Background: an optimization exercise with open tools, aiming at small area, a short achievable clock period and few clock cycles per item. Do not read the settings as production practice. In this exercise RTL edits were held to simulation tests only and were not proved equivalent to the original.

==> flow/design.v, too long to show whole: its modules and the start of the top module <==
// module systolic_matmul: 128 lines
// module mac: 1574 lines
// module fa_cell: 4 lines
// module ha_cell: 4 lines
// module pp_cell: 3 lines
module systolic_matmul #(
  parameter DATA_WIDTH = 16
) (
  input clk,
  input rst,
  input start,
  input [DATA_WIDTH-1:0] mat_a_00, mat_a_01, mat_a_02, mat_a_03, mat_a_10, mat_a_11, mat_a_12, mat_a_13, mat_a_20, mat_a_21, mat_a_22, mat_a_23, mat_a_30, mat_a_31, mat_a_32, mat_a_33,
  input [DATA_WIDTH-1:0] mat_b_00, mat_b_01, mat_b_02, mat_b_03, mat_b_10, mat_b_11, mat_b_12, mat_b_13, mat_b_20, mat_b_21, mat_b_22, mat_b_23, mat_b_30, mat_b_31, mat_b_32, mat_b_33,
  output [2*DATA_WIDTH-1:0] c_00, c_01, c_02, c_03, c_10, c_11, c_12, c_13, c_20, c_21, c_22, c_23, c_30, c_31, c_32, c_33,
  output reg busy,
  output reg done
);
  // ...
==> flow/run.sh <==
#!/bin/bash
# synth_recipe.tcl (not shown) runs the flow's synth.tcl, then flattens the netlist and writes it again
# the make line also repeats each setting of config.mk as NAME=value (left out here)
make -C /OpenROAD-flow-scripts/flow DESIGN_CONFIG=/design/flow/config.mk WORK_HOME=/design/flow/orfs CLKGATE_MAP_FILE= SYNTH_SCRIPT=/design/flow/synth_recipe.tcl finish
==> flow/config.mk <==
export PLATFORM = sky130hd
export DESIGN_NAME = systolic_matmul
export DESIGN_NICKNAME = systolic_matmul
export VERILOG_FILES = /design/flow/design.v
export SDC_FILE = /design/flow/constraint.sdc
export NUM_CORES = 4
export LEC_CHECK = 0
export CAP_MARGIN = 20
export CORE_MARGIN = 2
export CORE_UTILIZATION = 40
export PLACE_DENSITY = 0.6
export SLEW_MARGIN = 20
export SYNTH_HIERARCHICAL = 1
==> flow/constraint.sdc <==
create_clock -name core_clock -period 8.0 [get_ports {clk}]
set_input_delay 1.6000 -clock core_clock [delete_from_list [all_inputs] [get_ports {clk}]]
set_output_delay 1.6000 -clock core_clock [all_outputs]
set_load 0.01 [all_outputs]
==> qor.csv, run 1 <==
stage,metric,value,unit
hold_path,holdPathEnd,cs[4][0]$_DFF_PP0_,
worst_setup_path,critPathLaunchType,flip-flop,
synthesis,synth_flop_cell,dfrtp_1,
worst_setup_path,crit_start,cs[11][15]$_DFF_PP0_,
cells_and_area,sh_seq_area,0.0880,
detailed_routing,routed_via_density,6.20,
detailed_routing,vias,201000,
status,outcome,finished with violations,
detailed_routing,routed.top_layer,met5,
timing,fmax,0.123,GHz
worst_setup_path,reg2reg_depth,13,
timing,finalCriticalPeriod,8130,ps
cells_and_area,layout.nonclk_buf_frac,0.0739,
clock_network,cts_tree,built,
status,so_faults,setup timing,
job,cap_violations,0,
synthesis,synth-compound-area-share,0.0342,
cells_and_area,layout_commonest_cell,nor2_1,
timing,hold_viol,0,
place,io_buffers,1028,
die,die_y,809,um
die,n_tap_cell,8613,
timing,setup_ws,-128,ps
die,die_x,809,um
synthesis,synthSimpleGateAreaFrac,0.138,
synthesis,yosys-top-cells-count,"nor2_1 (8441), fa_1 (8176), dfrtp_1 (1027), buf_4 (1024), ha_1 (784)",
global_route,use_met3,0.207,
place,dp_slack,300,ps
cells_and_area,clk_share,0.0202,
detailed_routing,first_iter_violations,25600,
timing,setup_violations,4,
clock_network,path_clk_slew,50,ps
timing,tightest_slew,1320,ps
place,dp_cells,32100,
global_route,grt_pass1_wl,1710000,um
clock_network,cts-resized-gates,0,
cells_and_area,multi_input_gates,20300,
worst_setup_path,path_common_cell,a21oi_1,
synthesis,ys_seq_elements,1027,
worst_setup_path,timing.rr.start,k$_DFFE_PP0P_,
synthesis,syn_avg_cell_area,11.5,um2
Testbench counts, summed over its fixed seeds: cycles 768, items 384.
==> module systolic_matmul, before the edit <==
module systolic_matmul #(
  parameter DATA_WIDTH = 16
) (
  input clk,
  input rst,
  input start,
  input [DATA_WIDTH-1:0] mat_a_00, mat_a_01, mat_a_02, mat_a_03, mat_a_10, mat_a_11, mat_a_12, mat_a_13, mat_a_20, mat_a_21, mat_a_22, mat_a_23, mat_a_30, mat_a_31, mat_a_32, mat_a_33,
  input [DATA_WIDTH-1:0] mat_b_00, mat_b_01, mat_b_02, mat_b_03, mat_b_10, mat_b_11, mat_b_12, mat_b_13, mat_b_20, mat_b_21, mat_b_22, mat_b_23, mat_b_30, mat_b_31, mat_b_32, mat_b_33,
  output [2*DATA_WIDTH-1:0] c_00, c_01, c_02, c_03, c_10, c_11, c_12, c_13, c_20, c_21, c_22, c_23, c_30, c_31, c_32, c_33,
  output reg busy,
  output reg done
);
  wire [15:0] a [0:3][0:3];
  wire [15:0] b [0:3][0:3];
  assign a[0][0] = mat_a_00; assign a[0][1] = mat_a_01; assign a[0][2] = mat_a_02; assign a[0][3] = mat_a_03;
  assign a[1][0] = mat_a_10; assign a[1][1] = mat_a_11; assign a[1][2] = mat_a_12; assign a[1][3] = mat_a_13;
  assign a[2][0] = mat_a_20; assign a[2][1] = mat_a_21; assign a[2][2] = mat_a_22; assign a[2][3] = mat_a_23;
  assign a[3][0] = mat_a_30; assign a[3][1] = mat_a_31; assign a[3][2] = mat_a_32; assign a[3][3] = mat_a_33;
  assign b[0][0] = mat_b_00; assign b[0][1] = mat_b_01; assign b[0][2] = mat_b_02; assign b[0][3] = mat_b_03;
  assign b[1][0] = mat_b_10; assign b[1][1] = mat_b_11; assign b[1][2] = mat_b_12; assign b[1][3] = mat_b_13;
  assign b[2][0] = mat_b_20; assign b[2][1] = mat_b_21; assign b[2][2] = mat_b_22; assign b[2][3] = mat_b_23;
  assign b[3][0] = mat_b_30; assign b[3][1] = mat_b_31; assign b[3][2] = mat_b_32; assign b[3][3] = mat_b_33;
  reg [0:0] k;
  wire go = start && !busy;
  always @(posedge clk or posedge rst)
    if (rst) begin
      busy <= 1'b0; done <= 1'b0; k <= 0;
    end else begin
      done <= 1'b0;
      if (go) begin
        busy <= 1'b1; k <= 1;
      end else if (busy) begin
        if (k == 1) begin
          busy <= 1'b0; done <= 1'b1; k <= 0;
        end else
          k <= k + 1'b1;
      end
    end
  wire en = go || busy;
  wire [15:0] na_0_0 = ~((k ? a[0][2] : a[0][0]) & {16{en}});
  wire [15:0] nb_0_0 = ~(k ? b[2][0] : b[0][0]);
  wire [15:0] na_0_1 = ~((k ? a[0][3] : a[0][1]) & {16{en}});
  wire [15:0] nb_1_0 = ~(k ? b[3][0] : b[1][0]);
  wire [15:0] na_1_0 = ~((k ? a[1][2] : a[1][0]) & {16{en}});
  wire [15:0] nb_0_1 = ~(k ? b[2][1] : b[0][1]);
  wire [15:0] na_1_1 = ~((k ? a[1][3] : a[1][1]) & {16{en}});
  wire [15:0] nb_1_1 = ~(k ? b[3][1] : b[1][1]);
  wire [15:0] na_2_0 = ~((k ? a[2][2] : a[2][0]) & {16{en}});
  wire [15:0] nb_0_2 = ~(k ? b[2][2] : b[0][2]);
  wire [15:0] na_2_1 = ~((k ? a[2][3] : a[2][1]) & {16{en}});
  wire [15:0] nb_1_2 = ~(k ? b[3][2] : b[1][2]);
  wire [15:0] na_3_0 = ~((k ? a[3][2] : a[3][0]) & {16{en}});
  wire [15:0] nb_0_3 = ~(k ? b[2][3] : b[0][3]);
  wire [15:0] na_3_1 = ~((k ? a[3][3] : a[3][1]) & {16{en}});
  wire [15:0] nb_1_3 = ~(k ? b[3][3] : b[1][3]);
  reg [31:0] cs [0:3][0:3];
  reg [31:0] cc [0:3][0:3];
  wire [31:0] ns [0:3][0:3];
  wire [31:0] nc [0:3][0:3];
  mac m00 (na_0_0, nb_0_0, na_0_1, nb_1_0, cs[0][0], cc[0][0], ns[0][0], nc[0][0]);
  assign c_00 = cs[0][0] + cc[0][0];
  mac m01 (na_0_0, nb_0_1, na_0_1, nb_1_1, cs[0][1], cc[0][1], ns[0][1], nc[0][1]);
  assign c_01 = cs[0][1] + cc[0][1];
  mac m02 (na_0_0, nb_0_2, na_0_1, nb_1_2, cs[0][2], cc[0][2], ns[0][2], nc[0][2]);
  assign c_02 = cs[0][2] + cc[0][2];
  mac m03 (na_0_0, nb_0_3, na_0_1, nb_1_3, cs[0][3], cc[0][3], ns[0][3], nc[0][3]);
  assign c_03 = cs[0][3] + cc[0][3];
  mac m10 (na_1_0, nb_0_0, na_1_1, nb_1_0, cs[1][0], cc[1][0], ns[1][0], nc[1][0]);
  assign c_10 = cs[1][0] + cc[1][0];
  mac m11 (na_1_0, nb_0_1, na_1_1, nb_1_1, cs[1][1], cc[1][1], ns[1][1], nc[1][1]);
  assign c_11 = cs[1][1] + cc[1][1];
  mac m12 (na_1_0, nb_0_2, na_1_1, nb_1_2, cs[1][2], cc[1][2], ns[1][2], nc[1][2]);
  assign c_12 = cs[1][2] + cc[1][2];
  mac m13 (na_1_0, nb_0_3, na_1_1, nb_1_3, cs[1][3], cc[1][3], ns[1][3], nc[1][3]);
  assign c_13 = cs[1][3] + cc[1][3];
  mac m20 (na_2_0, nb_0_0, na_2_1, nb_1_0, cs[2][0], cc[2][0], ns[2][0], nc[2][0]);
  assign c_20 = cs[2][0] + cc[2][0];
  mac m21 (na_2_0, nb_0_1, na_2_1, nb_1_1, cs[2][1], cc[2][1], ns[2][1], nc[2][1]);
  assign c_21 = cs[2][1] + cc[2][1];
  mac m22 (na_2_0, nb_0_2, na_2_1, nb_1_2, cs[2][2], cc[2][2], ns[2][2], nc[2][2]);
  assign c_22 = cs[2][2] + cc[2][2];
  mac m23 (na_2_0, nb_0_3, na_2_1, nb_1_3, cs[2][3], cc[2][3], ns[2][3], nc[2][3]);
  assign c_23 = cs[2][3] + cc[2][3];
  mac m30 (na_3_0, nb_0_0, na_3_1, nb_1_0, cs[3][0], cc[3][0], ns[3][0], nc[3][0]);
  assign c_30 = cs[3][0] + cc[3][0];
  mac m31 (na_3_0, nb_0_1, na_3_1, nb_1_1, cs[3][1], cc[3][1], ns[3][1], nc[3][1]);
  assign c_31 = cs[3][1] + cc[3][1];
  mac m32 (na_3_0, nb_0_2, na_3_1, nb_1_2, cs[3][2], cc[3][2], ns[3][2], nc[3][2]);
  assign c_32 = cs[3][2] + cc[3][2];
  mac m33 (na_3_0, nb_0_3, na_3_1, nb_1_3, cs[3][3], cc[3][3], ns[3][3], nc[3][3]);
  assign c_33 = cs[3][3] + cc[3][3];
  always @(posedge clk or posedge rst)
    if (rst) begin
      cs[0][0] <= 32'd0; cc[0][0] <= 32'd0;
      cs[0][1] <= 32'd0; cc[0][1] <= 32'd0;
      cs[0][2] <= 32'd0; cc[0][2] <= 32'd0;
      cs[0][3] <= 32'd0; cc[0][3] <= 32'd0;
      cs[1][0] <= 32'd0; cc[1][0] <= 32'd0;
      cs[1][1] <= 32'd0; cc[1][1] <= 32'd0;
      cs[1][2] <= 32'd0; cc[1][2] <= 32'd0;
      cs[1][3] <= 32'd0; cc[1][3] <= 32'd0;
      cs[2][0] <= 32'd0; cc[2][0] <= 32'd0;
      cs[2][1] <= 32'd0; cc[2][1] <= 32'd0;
      cs[2][2] <= 32'd0; cc[2][2] <= 32'd0;
      cs[2][3] <= 32'd0; cc[2][3] <= 32'd0;
      cs[3][0] <= 32'd0; cc[3][0] <= 32'd0;
      cs[3][1] <= 32'd0; cc[3][1] <= 32'd0;
      cs[3][2] <= 32'd0; cc[3][2] <= 32'd0;
      cs[3][3] <= 32'd0; cc[3][3] <= 32'd0;
    end else begin
      cs[0][0] <= ns[0][0]; cc[0][0] <= nc[0][0];
      cs[0][1] <= ns[0][1]; cc[0][1] <= nc[0][1];
      cs[0][2] <= ns[0][2]; cc[0][2] <= nc[0][2];
      cs[0][3] <= ns[0][3]; cc[0][3] <= nc[0][3];
      cs[1][0] <= ns[1][0]; cc[1][0] <= nc[1][0];
      cs[1][1] <= ns[1][1]; cc[1][1] <= nc[1][1];
      cs[1][2] <= ns[1][2]; cc[1][2] <= nc[1][2];
      cs[1][3] <= ns[1][3]; cc[1][3] <= nc[1][3];
      cs[2][0] <= ns[2][0]; cc[2][0] <= nc[2][0];
      cs[2][1] <= ns[2][1]; cc[2][1] <= nc[2][1];
      cs[2][2] <= ns[2][2]; cc[2][2] <= nc[2][2];
      cs[2][3] <= ns[2][3]; cc[2][3] <= nc[2][3];
      cs[3][0] <= ns[3][0]; cc[3][0] <= nc[3][0];
      cs[3][1] <= ns[3][1]; cc[3][1] <= nc[3][1];
      cs[3][2] <= ns[3][2]; cc[3][2] <= nc[3][2];
      cs[3][3] <= ns[3][3]; cc[3][3] <= nc[3][3];
    end
endmodule
==> run 2, diff against run 1 <==
--- a/flow/design.v
+++ b/flow/design.v
@@ -58,37 +58,37 @@
   wire [31:0] ns [0:3][0:3];
   wire [31:0] nc [0:3][0:3];
   mac m00 (na_0_0, nb_0_0, na_0_1, nb_1_0, cs[0][0], cc[0][0], ns[0][0], nc[0][0]);
-  assign c_00 = cs[0][0] + cc[0][0];
+  cpa a00 (cs[0][0], cc[0][0], c_00);
   mac m01 (na_0_0, nb_0_1, na_0_1, nb_1_1, cs[0][1], cc[0][1], ns[0][1], nc[0][1]);
-  assign c_01 = cs[0][1] + cc[0][1];
+  cpa a01 (cs[0][1], cc[0][1], c_01);
   mac m02 (na_0_0, nb_0_2, na_0_1, nb_1_2, cs[0][2], cc[0][2], ns[0][2], nc[0][2]);
-  assign c_02 = cs[0][2] + cc[0][2];
+  cpa a02 (cs[0][2], cc[0][2], c_02);
   mac m03 (na_0_0, nb_0_3, na_0_1, nb_1_3, cs[0][3], cc[0][3], ns[0][3], nc[0][3]);
-  assign c_03 = cs[0][3] + cc[0][3];
+  cpa a03 (cs[0][3], cc[0][3], c_03);
   mac m10 (na_1_0, nb_0_0, na_1_1, nb_1_0, cs[1][0], cc[1][0], ns[1][0], nc[1][0]);
-  assign c_10 = cs[1][0] + cc[1][0];
+  cpa a10 (cs[1][0], cc[1][0], c_10);
   mac m11 (na_1_0, nb_0_1, na_1_1, nb_1_1, cs[1][1], cc[1][1], ns[1][1], nc[1][1]);
-  assign c_11 = cs[1][1] + cc[1][1];
+  cpa a11 (cs[1][1], cc[1][1], c_11);
   mac m12 (na_1_0, nb_0_2, na_1_1, nb_1_2, cs[1][2], cc[1][2], ns[1][2], nc[1][2]);
-  assign c_12 = cs[1][2] + cc[1][2];
+  cpa a12 (cs[1][2], cc[1][2], c_12);
   mac m13 (na_1_0, nb_0_3, na_1_1, nb_1_3, cs[1][3], cc[1][3], ns[1][3], nc[1][3]);
-  assign c_13 = cs[1][3] + cc[1][3];
+  cpa a13 (cs[1][3], cc[1][3], c_13);
   mac m20 (na_2_0, nb_0_0, na_2_1, nb_1_0, cs[2][0], cc[2][0], ns[2][0], nc[2][0]);
-  assign c_20 = cs[2][0] + cc[2][0];
+  cpa a20 (cs[2][0], cc[2][0], c_20);
   mac m21 (na_2_0, nb_0_1, na_2_1, nb_1_1, cs[2][1], cc[2][1], ns[2][1], nc[2][1]);
-  assign c_21 = cs[2][1] + cc[2][1];
+  cpa a21 (cs[2][1], cc[2][1], c_21);
   mac m22 (na_2_0, nb_0_2, na_2_1, nb_1_2, cs[2][2], cc[2][2], ns[2][2], nc[2][2]);
-  assign c_22 = cs[2][2] + cc[2][2];
+  cpa a22 (cs[2][2], cc[2][2], c_22);
   mac m23 (na_2_0, nb_0_3, na_2_1, nb_1_3, cs[2][3], cc[2][3], ns[2][3], nc[2][3]);
-  assign c_23 = cs[2][3] + cc[2][3];
+  cpa a23 (cs[2][3], cc[2][3], c_23);
   mac m30 (na_3_0, nb_0_0, na_3_1, nb_1_0, cs[3][0], cc[3][0], ns[3][0], nc[3][0]);
-  assign c_30 = cs[3][0] + cc[3][0];
+  cpa a30 (cs[3][0], cc[3][0], c_30);
   mac m31 (na_3_0, nb_0_1, na_3_1, nb_1_1, cs[3][1], cc[3][1], ns[3][1], nc[3][1]);
-  assign c_31 = cs[3][1] + cc[3][1];
+  cpa a31 (cs[3][1], cc[3][1], c_31);
   mac m32 (na_3_0, nb_0_2, na_3_1, nb_1_2, cs[3][2], cc[3][2], ns[3][2], nc[3][2]);
-  assign c_32 = cs[3][2] + cc[3][2];
+  cpa a32 (cs[3][2], cc[3][2], c_32);
   mac m33 (na_3_0, nb_0_3, na_3_1, nb_1_3, cs[3][3], cc[3][3], ns[3][3], nc[3][3]);
-  assign c_33 = cs[3][3] + cc[3][3];
+  cpa a33 (cs[3][3], cc[3][3], c_33);
   always @(posedge clk or posedge rst)
     if (rst) begin
       cs[0][0] <= 32'd0; cc[0][0] <= 32'd0;
@@ -1700,6 +1700,313 @@
   assign s = {c527, c526, c525, c524, c523, c522, c521, c520, c519, c518, c517, c516, c515, c514, c513, c512, c511, c510, c509, c508, c507, c506, c505, c504, c503, c502, c501, c500, c499, c498, c497, s465};
   assign c = {s528, s527, s526, s525, s524, s523, s522, s521, s520, s519, s518, s517, s516, s515, s514, s513, s512, s511, s510, s509, s508, s507, s506, s505, s504, s503, s502, s501, s500, s499, s498, s497};
 endmodule
+module cpa (input [31:0] x, input [31:0] y, output [31:0] z);
+  wire [31:0] g0, p0;
+  ha_cell pg0 (x[0], y[0], p0[0], g0[0]);
+  ha_cell pg1 (x[1], y[1], p0[1], g0[1]);
+  ha_cell pg2 (x[2], y[2], p0[2], g0[2]);
+  ha_cell pg3 (x[3], y[3], p0[3], g0[3]);
+  ha_cell pg4 (x[4], y[4], p0[4], g0[4]);
+  ha_cell pg5 (x[5], y[5], p0[5], g0[5]);
+  ha_cell pg6 (x[6], y[6], p0[6], g0[6]);
+  ha_cell pg7 (x[7], y[7], p0[7], g0[7]);
+  ha_cell pg8 (x[8], y[8], p0[8], g0[8]);
+  ha_cell pg9 (x[9], y[9], p0[9], g0[9]);
+  ha_cell pg10 (x[10], y[10], p0[10], g0[10]);
+  ha_cell pg11 (x[11], y[11], p0[11], g0[11]);
+  ha_cell pg12 (x[12], y[12], p0[12], g0[12]);
+  ha_cell pg13 (x[13], y[13], p0[13], g0[13]);
+  ha_cell pg14 (x[14], y[14], p0[14], g0[14]);
+  ha_cell pg15 (x[15], y[15], p0[15], g0[15]);
+  ha_cell pg16 (x[16], y[16], p0[16], g0[16]);
+  ha_cell pg17 (x[17], y[17], p0[17], g0[17]);
+  ha_cell pg18 (x[18], y[18], p0[18], g0[18]);
+  ha_cell pg19 (x[19], y[19], p0[19], g0[19]);
+  ha_cell pg20 (x[20], y[20], p0[20], g0[20]);
+  ha_cell pg21 (x[21], y[21], p0[21], g0[21]);
+  ha_cell pg22 (x[22], y[22], p0[22], g0[22]);
+  ha_cell pg23 (x[23], y[23], p0[23], g0[23]);
+  ha_cell pg24 (x[24], y[24], p0[24], g0[24]);
+  ha_cell pg25 (x[25], y[25], p0[25], g0[25]);
+  ha_cell pg26 (x[26], y[26], p0[26], g0[26]);
+  ha_cell pg27 (x[27], y[27], p0[27], g0[27]);
+  ha_cell pg28 (x[28], y[28], p0[28], g0[28]);
+  ha_cell pg29 (x[29], y[29], p0[29], g0[29]);
+  ha_cell pg30 (x[30], y[30], p0[30], g0[30]);
+  ha_cell pg31 (x[31], y[31], p0[31], g0[31]);
+  wire g1_1;
+  ao_cell c1_1 (g0[1], p0[1], g0[0], g1_1);
+  wire g1_3;
+  ao_cell c1_3 (g0[3], p0[3], g0[2], g1_3);
+  wire p1_3;
+  and_cell d1_3 (p0[3], p0[2], p1_3);
+  wire g1_5;
+  ao_cell c1_5 (g0[5], p0[5], g0[4], g1_5);
+  wire p1_5;
+  and_cell d1_5 (p0[5], p0[4], p1_5);
+  wire g1_7;
+  ao_cell c1_7 (g0[7], p0[7], g0[6], g1_7);
+  wire p1_7;
+  and_cell d1_7 (p0[7], p0[6], p1_7);
+  wire g1_9;
+  ao_cell c1_9 (g0[9], p0[9], g0[8], g1_9);
+  wire p1_9;
+  and_cell d1_9 (p0[9], p0[8], p1_9);
+  wire g1_11;
+  ao_cell c1_11 (g0[11], p0[11], g0[10], g1_11);
+  wire p1_11;
+  and_cell d1_11 (p0[11], p0[10], p1_11);
+  wire g1_13;
+  ao_cell c1_13 (g0[13], p0[13], g0[12], g1_13);
+  wire p1_13;
+  and_cell d1_13 (p0[13], p0[12], p1_13);
+  wire g1_15;
+  ao_cell c1_15 (g0[15], p0[15], g0[14], g1_15);
+  wire p1_15;
+  and_cell d1_15 (p0[15], p0[14], p1_15);
+  wire g1_17;
+  ao_cell c1_17 (g0[17], p0[17], g0[16], g1_17);
+  wire p1_17;
+  and_cell d1_17 (p0[17], p0[16], p1_17);
+  wire g1_19;
+  ao_cell c1_19 (g0[19], p0[19], g0[18], g1_19);
+  wire p1_19;
+  and_cell d1_19 (p0[19], p0[18], p1_19);
+  wire g1_21;
+  ao_cell c1_21 (g0[21], p0[21], g0[20], g1_21);
+  wire p1_21;
+  and_cell d1_21 (p0[21], p0[20], p1_21);
+  wire g1_23;
+  ao_cell c1_23 (g0[23], p0[23], g0[22], g1_23);
+  wire p1_23;
+  and_cell d1_23 (p0[23], p0[22], p1_23);
+  wire g1_25;
+  ao_cell c1_25 (g0[25], p0[25], g0[24], g1_25);
+  wire p1_25;
+  and_cell d1_25 (p0[25], p0[24], p1_25);
+  wire g1_27;
+  ao_cell c1_27 (g0[27], p0[27], g0[26], g1_27);
+  wire p1_27;
+  and_cell d1_27 (p0[27], p0[26], p1_27);
+  wire g1_29;
+  ao_cell c1_29 (g0[29], p0[29], g0[28], g1_29);
+  wire p1_29;
+  and_cell d1_29 (p0[29], p0[28], p1_29);
+  wire g2_2;
+  ao_cell c2_2 (g0[2], p0[2], g1_1, g2_2);
+  wire g2_3;
+  ao_cell c2_3 (g1_3, p1_3, g1_1, g2_3);
+  wire g2_6;
+  ao_cell c2_6 (g0[6], p0[6], g1_5, g2_6);
+  wire p2_6;
+  and_cell d2_6 (p0[6], p1_5, p2_6);
+  wire g2_7;
+  ao_cell c2_7 (g1_7, p1_7, g1_5, g2_7);
+  wire p2_7;
+  and_cell d2_7 (p1_7, p1_5, p2_7);
+  wire g2_10;
+  ao_cell c2_10 (g0[10], p0[10], g1_9, g2_10);
+  wire p2_10;
+  and_cell d2_10 (p0[10], p1_9, p2_10);
+  wire g2_11;
+  ao_cell c2_11 (g1_11, p1_11, g1_9, g2_11);
+  wire p2_11;
+  and_cell d2_11 (p1_11, p1_9, p2_11);
+  wire g2_14;
+  ao_cell c2_14 (g0[14], p0[14], g1_13, g2_14);
+  wire p2_14;
+  and_cell d2_14 (p0[14], p1_13, p2_14);
+  wire g2_15;
+  ao_cell c2_15 (g1_15, p1_15, g1_13, g2_15);
+  wire p2_15;
+  and_cell d2_15 (p1_15, p1_13, p2_15);
+  wire g2_18;
+  ao_cell c2_18 (g0[18], p0[18], g1_17, g2_18);
+  wire p2_18;
+  and_cell d2_18 (p0[18], p1_17, p2_18);
+  wire g2_19;
+  ao_cell c2_19 (g1_19, p1_19, g1_17, g2_19);
+  wire p2_19;
+  and_cell d2_19 (p1_19, p1_17, p2_19);
+  wire g2_22;
+  ao_cell c2_22 (g0[22], p0[22], g1_21, g2_22);
+  wire p2_22;
+  and_cell d2_22 (p0[22], p1_21, p2_22);
+  wire g2_23;
+  ao_cell c2_23 (g1_23, p1_23, g1_21, g2_23);
+  wire p2_23;
+  and_cell d2_23 (p1_23, p1_21, p2_23);
+  wire g2_26;
+  ao_cell c2_26 (g0[26], p0[26], g1_25, g2_26);
+  wire p2_26;
+  and_cell d2_26 (p0[26], p1_25, p2_26);
+  wire g2_27;
+  ao_cell c2_27 (g1_27, p1_27, g1_25, g2_27);
+  wire p2_27;
+  and_cell d2_27 (p1_27, p1_25, p2_27);
+  wire g2_30;
+  ao_cell c2_30 (g0[30], p0[30], g1_29, g2_30);
+  wire p2_30;
+  and_cell d2_30 (p0[30], p1_29, p2_30);
+  wire g3_4;
+  ao_cell c3_4 (g0[4], p0[4], g2_3, g3_4);
+  wire g3_5;
+  ao_cell c3_5 (g1_5, p1_5, g2_3, g3_5);
+  wire g3_6;
+  ao_cell c3_6 (g2_6, p2_6, g2_3, g3_6);
+  wire g3_7;
+  ao_cell c3_7 (g2_7, p2_7, g2_3, g3_7);
+  wire g3_12;
+  ao_cell c3_12 (g0[12], p0[12], g2_11, g3_12);
+  wire p3_12;
+  and_cell d3_12 (p0[12], p2_11, p3_12);
+  wire g3_13;
+  ao_cell c3_13 (g1_13, p1_13, g2_11, g3_13);
+  wire p3_13;
+  and_cell d3_13 (p1_13, p2_11, p3_13);
+  wire g3_14;
+  ao_cell c3_14 (g2_14, p2_14, g2_11, g3_14);
+  wire p3_14;
+  and_cell d3_14 (p2_14, p2_11, p3_14);
+  wire g3_15;
+  ao_cell c3_15 (g2_15, p2_15, g2_11, g3_15);
+  wire p3_15;
+  and_cell d3_15 (p2_15, p2_11, p3_15);
+  wire g3_20;
+  ao_cell c3_20 (g0[20], p0[20], g2_19, g3_20);
+  wire p3_20;
+  and_cell d3_20 (p0[20], p2_19, p3_20);
+  wire g3_21;
+  ao_cell c3_21 (g1_21, p1_21, g2_19, g3_21);
+  wire p3_21;
+  and_cell d3_21 (p1_21, p2_19, p3_21);
+  wire g3_22;
+  ao_cell c3_22 (g2_22, p2_22, g2_19, g3_22);
+  wire p3_22;
+  and_cell d3_22 (p2_22, p2_19, p3_22);
+  wire g3_23;
+  ao_cell c3_23 (g2_23, p2_23, g2_19, g3_23);
+  wire p3_23;
+  and_cell d3_23 (p2_23, p2_19, p3_23);
+  wire g3_28;
+  ao_cell c3_28 (g0[28], p0[28], g2_27, g3_28);
+  wire p3_28;
+  and_cell d3_28 (p0[28], p2_27, p3_28);
+  wire g3_29;
+  ao_cell c3_29 (g1_29, p1_29, g2_27, g3_29);
+  wire p3_29;
+  and_cell d3_29 (p1_29, p2_27, p3_29);
+  wire g3_30;
+  ao_cell c3_30 (g2_30, p2_30, g2_27, g3_30);
+  wire p3_30;
+  and_cell d3_30 (p2_30, p2_27, p3_30);
+  wire g4_8;
+  ao_cell c4_8 (g0[8], p0[8], g3_7, g4_8);
+  wire g4_9;
+  ao_cell c4_9 (g1_9, p1_9, g3_7, g4_9);
+  wire g4_10;
+  ao_cell c4_10 (g2_10, p2_10, g3_7, g4_10);
+  wire g4_11;
+  ao_cell c4_11 (g2_11, p2_11, g3_7, g4_11);
+  wire g4_12;
+  ao_cell c4_12 (g3_12, p3_12, g3_7, g4_12);
+  wire g4_13;
+  ao_cell c4_13 (g3_13, p3_13, g3_7, g4_13);
+  wire g4_14;
+  ao_cell c4_14 (g3_14, p3_14, g3_7, g4_14);
+  wire g4_15;
+  ao_cell c4_15 (g3_15, p3_15, g3_7, g4_15);
+  wire g4_24;
+  ao_cell c4_24 (g0[24], p0[24], g3_23, g4_24);
+  wire p4_24;
+  and_cell d4_24 (p0[24], p3_23, p4_24);
+  wire g4_25;
+  ao_cell c4_25 (g1_25, p1_25, g3_23, g4_25);
+  wire p4_25;
+  and_cell d4_25 (p1_25, p3_23, p4_25);
+  wire g4_26;
+  ao_cell c4_26 (g2_26, p2_26, g3_23, g4_26);
+  wire p4_26;
+  and_cell d4_26 (p2_26, p3_23, p4_26);
+  wire g4_27;
+  ao_cell c4_27 (g2_27, p2_27, g3_23, g4_27);
+  wire p4_27;
+  and_cell d4_27 (p2_27, p3_23, p4_27);
+  wire g4_28;
+  ao_cell c4_28 (g3_28, p3_28, g3_23, g4_28);
+  wire p4_28;
+  and_cell d4_28 (p3_28, p3_23, p4_28);
+  wire g4_29;
+  ao_cell c4_29 (g3_29, p3_29, g3_23, g4_29);
+  wire p4_29;
+  and_cell d4_29 (p3_29, p3_23, p4_29);
+  wire g4_30;
+  ao_cell c4_30 (g3_30, p3_30, g3_23, g4_30);
+  wire p4_30;
+  and_cell d4_30 (p3_30, p3_23, p4_30);
+  wire g5_16;
+  ao_cell c5_16 (g0[16], p0[16], g4_15, g5_16);
+  wire g5_17;
+  ao_cell c5_17 (g1_17, p1_17, g4_15, g5_17);
+  wire g5_18;
+  ao_cell c5_18 (g2_18, p2_18, g4_15, g5_18);
+  wire g5_19;
+  ao_cell c5_19 (g2_19, p2_19, g4_15, g5_19);
+  wire g5_20;
+  ao_cell c5_20 (g3_20, p3_20, g4_15, g5_20);
+  wire g5_21;
+  ao_cell c5_21 (g3_21, p3_21, g4_15, g5_21);
+  wire g5_22;
+  ao_cell c5_22 (g3_22, p3_22, g4_15, g5_22);
+  wire g5_23;
+  ao_cell c5_23 (g3_23, p3_23, g4_15, g5_23);
+  wire g5_24;
+  ao_cell c5_24 (g4_24, p4_24, g4_15, g5_24);
+  wire g5_25;
+  ao_cell c5_25 (g4_25, p4_25, g4_15, g5_25);
+  wire g5_26;
+  ao_cell c5_26 (g4_26, p4_26, g4_15, g5_26);
+  wire g5_27;
+  ao_cell c5_27 (g4_27, p4_27, g4_15, g5_27);
+  wire g5_28;
+  ao_cell c5_28 (g4_28, p4_28, g4_15, g5_28);
+  wire g5_29;
+  ao_cell c5_29 (g4_29, p4_29, g4_15, g5_29);
+  wire g5_30;
+  ao_cell c5_30 (g4_30, p4_30, g4_15, g5_30);
+  assign z[0] = p0[0];
+  xor_cell s1 (p0[1], g0[0], z[1]);
+  xor_cell s2 (p0[2], g1_1, z[2]);
+  xor_cell s3 (p0[3], g2_2, z[3]);
+  xor_cell s4 (p0[4], g2_3, z[4]);
+  xor_cell s5 (p0[5], g3_4, z[5]);
+  xor_cell s6 (p0[6], g3_5, z[6]);
+  xor_cell s7 (p0[7], g3_6, z[7]);
+  xor_cell s8 (p0[8], g3_7, z[8]);
+  xor_cell s9 (p0[9], g4_8, z[9]);
+  xor_cell s10 (p0[10], g4_9, z[10]);
+  xor_cell s11 (p0[11], g4_10, z[11]);
+  xor_cell s12 (p0[12], g4_11, z[12]);
+  xor_cell s13 (p0[13], g4_12, z[13]);
+  xor_cell s14 (p0[14], g4_13, z[14]);
+  xor_cell s15 (p0[15], g4_14, z[15]);
+  xor_cell s16 (p0[16], g4_15, z[16]);
+  xor_cell s17 (p0[17], g5_16, z[17]);
+  xor_cell s18 (p0[18], g5_17, z[18]);
+  xor_cell s19 (p0[19], g5_18, z[19]);
+  xor_cell s20 (p0[20], g5_19, z[20]);
+  xor_cell s21 (p0[21], g5_20, z[21]);
+  xor_cell s22 (p0[22], g5_21, z[22]);
+  xor_cell s23 (p0[23], g5_22, z[23]);
+  xor_cell s24 (p0[24], g5_23, z[24]);
+  xor_cell s25 (p0[25], g5_24, z[25]);
+  xor_cell s26 (p0[26], g5_25, z[26]);
+  xor_cell s27 (p0[27], g5_26, z[27]);
+  xor_cell s28 (p0[28], g5_27, z[28]);
+  xor_cell s29 (p0[29], g5_28, z[29]);
+  xor_cell s30 (p0[30], g5_29, z[30]);
+  xor_cell s31 (p0[31], g5_30, z[31]);
+endmodule
 module fa_cell (input a, input b, input ci, output s, output co);
   assign s = a ^ b ^ ci;
   assign co = (a & b) | (ci & (a ^ b));
@@ -1708,6 +2015,15 @@
   assign s = a ^ b;
   assign co = a & b;
 endmodule
+module ao_cell (input g, input p, input gl, output go);
+  assign go = g | (p & gl);
+endmodule
+module and_cell (input a, input b, output y);
+  assign y = a & b;
+endmodule
+module xor_cell (input a, input b, output y);
+  assign y = a ^ b;
+endmodule
 module pp_cell (input na, input nb, output p);
   assign p = ~(na | nb);
 endmodule
--- a/flow/config.mk
+++ b/flow/config.mk
@@ -9,5 +9,6 @@
 export CORE_MARGIN = 2
 export CORE_UTILIZATION = 40
 export PLACE_DENSITY = 0.6
+export SETUP_SLACK_MARGIN = 0.1
 export SLEW_MARGIN = 20
 export SYNTH_HIERARCHICAL = 1
==> run 2 against run 1 <==
Against the previous run:
- maximum frequency rose by 15%
- utilization down 0.28 points
- clock skew grew 3.5 ps
- the run now finishes clean
- synthesized area is 0.10% higher
- critical endpoint is now cc[11][24]$_DFF_PP0_
==> qor.csv, run 2 <==
stage,metric,value,unit,change
status,outcome,finished clean,,
detailed_routing,first_iter_violations,25500,,-0.44%
worst_setup_path,r2r_end,cc[8][22]$_DFF_PP0_,,
place,io_buffers,1028,,unchanged
clock_network,hold_buffers,0,,
synthesis,synth_most_common_cell,nor2_1,,
synthesis,synth_xor_area_frac,0.0168,,
worst_setup_path,end_kind,flip-flop,,
detailed_routing,postRouteWirelength,1150000,um,
detailed_routing,vias,194000,,-3.6%
global_route,antenna_found_initial,61,,
worst_setup_path,timing.rr.start,k$_DFFE_PP0P_,,
clock_network,cts-buffers-inserted,161,,
cells_and_area,seqCellArea,25700,um2,
synthesis,ys_top_cells_by_area,"fa_1 (63%), nor2_1 (12%), dfrtp_1 (9.9%), ha_1 (3.9%), a21o_1 (3.5%)",,
die,die_y,809,um,about the same
global_route,grt_max_degree,137,,
detailed_routing,drcViolationCount,0,,
clock_network,clockRootBuffer,clkbuf_16,,
die,rows,295,,
cells_and_area,fillers,58800,,
worst_setup_path,worstPathArrival,7880,ps,
hold_path,hp-class,reg2reg,,
cells_and_area,final_nets,32500,,
clock_network,cts_post_setup_buffers_inserted,0,,
worst_setup_path,crit_type,in2reg,,
synthesis,synth-warning-count,11,,
timing,hold_slack,494,ps,
synthesis,muxShareOfSynthArea,0.0115,,
synthesis,synth-compound-area-share,0.0347,,+0.000534
synthesis,synth_flop_cell,dfrtp_1,,
die,core_area,646000,um2,
detailed_routing,firstDrtPassIters,9,,
clock_network,path_clk_slew,60,ps,about the same
worst_setup_path,reg2reg_depth,12,,-1
synthesis,ys_seq_area_frac,0.0991,,
global_route,overflow,0,,
synthesis,netlist-cell-type-count,18,,
clock_network,htree_levels,4,,
cells_and_area,largestRegisters,"cc: 512 flops, cs: 512 flops",,
place,placed_area,285000,um2,
synthesis,postSynthCellCount,22100,,
synthesis,synth_edf_count,0,,
timing,finClkSkew,69.3,ps,
clock_network,clock_path_buffers,4,,
timing,hold_viol,0,,unchanged
die,io_pins,1029,,
detailed_routing,wl_per_cell,36.2,um,
global_route,grt_pass1_wl,1640000,um,-3.8%
synthesis,async_reset_ff_frac,1.00,,
timing,finalMaxSlewViolations,0,,
cells_and_area,syn_to_final_growth,11.9,%,
synthesis,yosys-top-cells-count,"nor2_1 (8193), fa_1 (8160), a21o_1 (1200), buf_4 (1040), dfrtp_1 (1027)",,
detailed_routing,routed_via_density,6.08,,-1.9%
worst_setup_path,crit_path_end,cc[11][24]$_DFF_PP0_,,
timing,setup_violations,0,,-4
synthesis,synthSimpleGateAreaFrac,0.138,,-0.000603
clock_network,clock_sinks,1027,,
synthesis,syn_avg_cell_area,11.8,um2,+2.2%
die,dieArea,655000,um2,
global_route,grtUsageTotal,0.358,,
global_route,grt_pass1_vias,215000,,
synthesis,synth_top_area_cell,fa_1,,
synthesis,synth_fa_ha_area_frac,0.669,,
timing,slew_headroom,0.177,,
place,gp_routability_congestion,0.991,,
place,place_hpwl,846000,um,
worst_setup_path,cp_data_required_time,8820,ps,
synthesis,synth_top_area_share,0.630,,
synthesis,synth_top_family_by_area,adder cells,,
timing,finalCriticalPeriod,7050,ps,-1080 ps
detailed_routing,ant_nets,0,,
cells_and_area,layout-drive-gt1-share,0.0661,,
cells_and_area,layout_common_cells,"nor2_1 (8193), fa_1 (8160), a21o_1 (1199)",,
job,cap_violations,0,,unchanged
clock_network,cts_tree,built,,
cells_and_area,layout_commonest_cell,nor2_1,,
timing,tightest_slew,1210,ps,-113 ps
timing,rsz0062_at_grt,false,,
synthesis,syn_area,259000,um2,
clock_network,cts-resized-gates,0,,unchanged
synthesis,ys_seq_elements,1027,,unchanged
synthesis,syn_nets,31500,,
die,die_x,809,um,about the same
timing,fmax,0.142,GHz,+15%
worst_setup_path,crit_path_max_fanout,24,,
die,initial_core_util,0.402,,
timing,final.period_utilization,0.881,,
clock_network,clkLatencyLatePin,1010,ps,
timing,tns,0,ps,
worst_setup_path,crit_start,start,,
cells_and_area,multi_input_area,228000,um2,
worst_setup_path,critPathLaunchType,input port,,
worst_setup_path,r2r_slack,1120,ps,
cells_and_area,fin_area,290000,um2,
==> run 2: cell count changes after synthesis, sizes merged, moves of 60 or more <==
cell / previous run / this run
xnor2: 295 / 0
nand2: 378 / 128
nor3: 61 / 1
o21ai: 226 / 0
inv: 100 / 2
and2: 29 / 721
a21oi: 429 / 0
nor2: 8441 / 8193
a21o: 226 / 1200
xor2: 149 / 496
nor2b: 62 / 0
o21bai: 63 / 0
clkbuf: 83 / 4
nand3: 77 / 0
==> run 2: kinds of logic after synthesis <==
group | after synthesis
xor gates and xnor gates | 496
AOI/OAI and AO/OA | 1200
DFF | 1027
adders and majority gates | 8960
muxes | 257
and+or+nand+nor | 9044
buffers and inverters | 1085
==> run 2: area by class of cell <==
type | instances | area share
repair buffers | 1919 | 0.0695
clock buffers | 226 | 0.0160
multi-input cells | 20000 | 0.785
inverters | 2 | 0.0000388
clock inverters | 57 | 0.00290
well taps | 8613 | 0.0371
flip-flops and latches | 1027 | 0.0885
diodes | 48 | 0.000414
==> run 2: worst min path at each step <==
stage                                   start                   to  slack (ps)  cells after the start
after detailed placement   cc[2][0]$_DFF_PP0_   cs[2][0]$_DFF_PP0_         490                      1
after global routing       cc[7][0]$_DFF_PP0_   cs[7][0]$_DFF_PP0_         520                      1
after floorplan            cc[0][0]$_DFF_PP0_   cs[0][0]$_DFF_PP0_         560                      2
final                      cc[2][0]$_DFF_PP0_   cs[2][0]$_DFF_PP0_         490                      1
after global placement    cc[13][0]$_DFF_PP0_  cs[13][0]$_DFF_PP0_         480                      1
after CTS                  cc[2][0]$_DFF_PP0_   cs[2][0]$_DFF_PP0_         500                      1
==> run 2: per-module statistics from Yosys, one instance, submodules excluded <==
module,copies in the design,cells,cell area (um2)
cpa,16,1,7.51
pp_cell,8192,1,3.75
fa_cell,8160,1,20.0
ao_cell,1200,1,7.51
mac,16,64,480
systolic_matmul,1,1461,29500
and_cell,720,1,6.26
ha_cell,800,1,12.5
xor_cell,496,1,8.76
==> run 2: through the flow <==
| step | utilization | cells | setup slack [ps] |
|---|---|---|---|
| floorplan | - | 22100 | -7760 |
| global placement | 0.441 | 31500 | 198 |
| detailed placement | 0.441 | 31500 | 162 |
| CTS | 0.449 | 31800 | 1170 |
| global route | 0.449 | 31800 | 902 |
| finish | 0.450 | 31800 | 950 |
==> run 2: layer usage <==
layer,global-route usage,routed length (um)
met1,0.487,432000
met4,0.212,92400
met2,0.434,417000
met3,0.202,211000
met5,0.00731,424
==> run 2: worst max-delay path, stage by stage <==
cell,delay [ps]
clkdlybuf4s50_1,570
or2_4,530
buf_12,250
buf_12,190
nand2_4,420
buf_4,520
nor2_1,120
fa_1,510
fa_1,520
fa_1,660
fa_1,450
fa_1,410
fa_1,590
fa_1,440
Testbench counts of run 2, summed over its fixed seeds: cycles 768, items 384.

[what the ideal ports hide]
The flow's constraints put no driver on any port. The routed layouts listed below were extracted and timed again, unchanged, in two steps.
Step 1, drivers: a clkbuf_16 drives clk and a buf_2 each remaining input, both assumed.
Step 2 also shifts input and output timing later by t, the mid clock arrival at the registers, as if the neighbouring blocks saw the same clock.
Three values: ideal, step 1, step 2; two values: the first two.
| run | t (ns) | slack for setup (ns) | worst setup path at the end | latest minus earliest clock arrival (ns) |
|---|---|---|---|---|
| run 1 | 1.137 | -0.128 / -0.268 / 0.143 | input to register | 0.070 / 0.069 |
| run 2 | 1.100 | 0.950 / 0.846 / -0.058 | input to register | 0.079 / 0.078 |
With both steps, setup timing fails in run 2, where it was met with ideal ports. For run 2, which loses most, drivers alone change the setup slack by -0.104 ns; drivers and shift together by -1.008 ns.
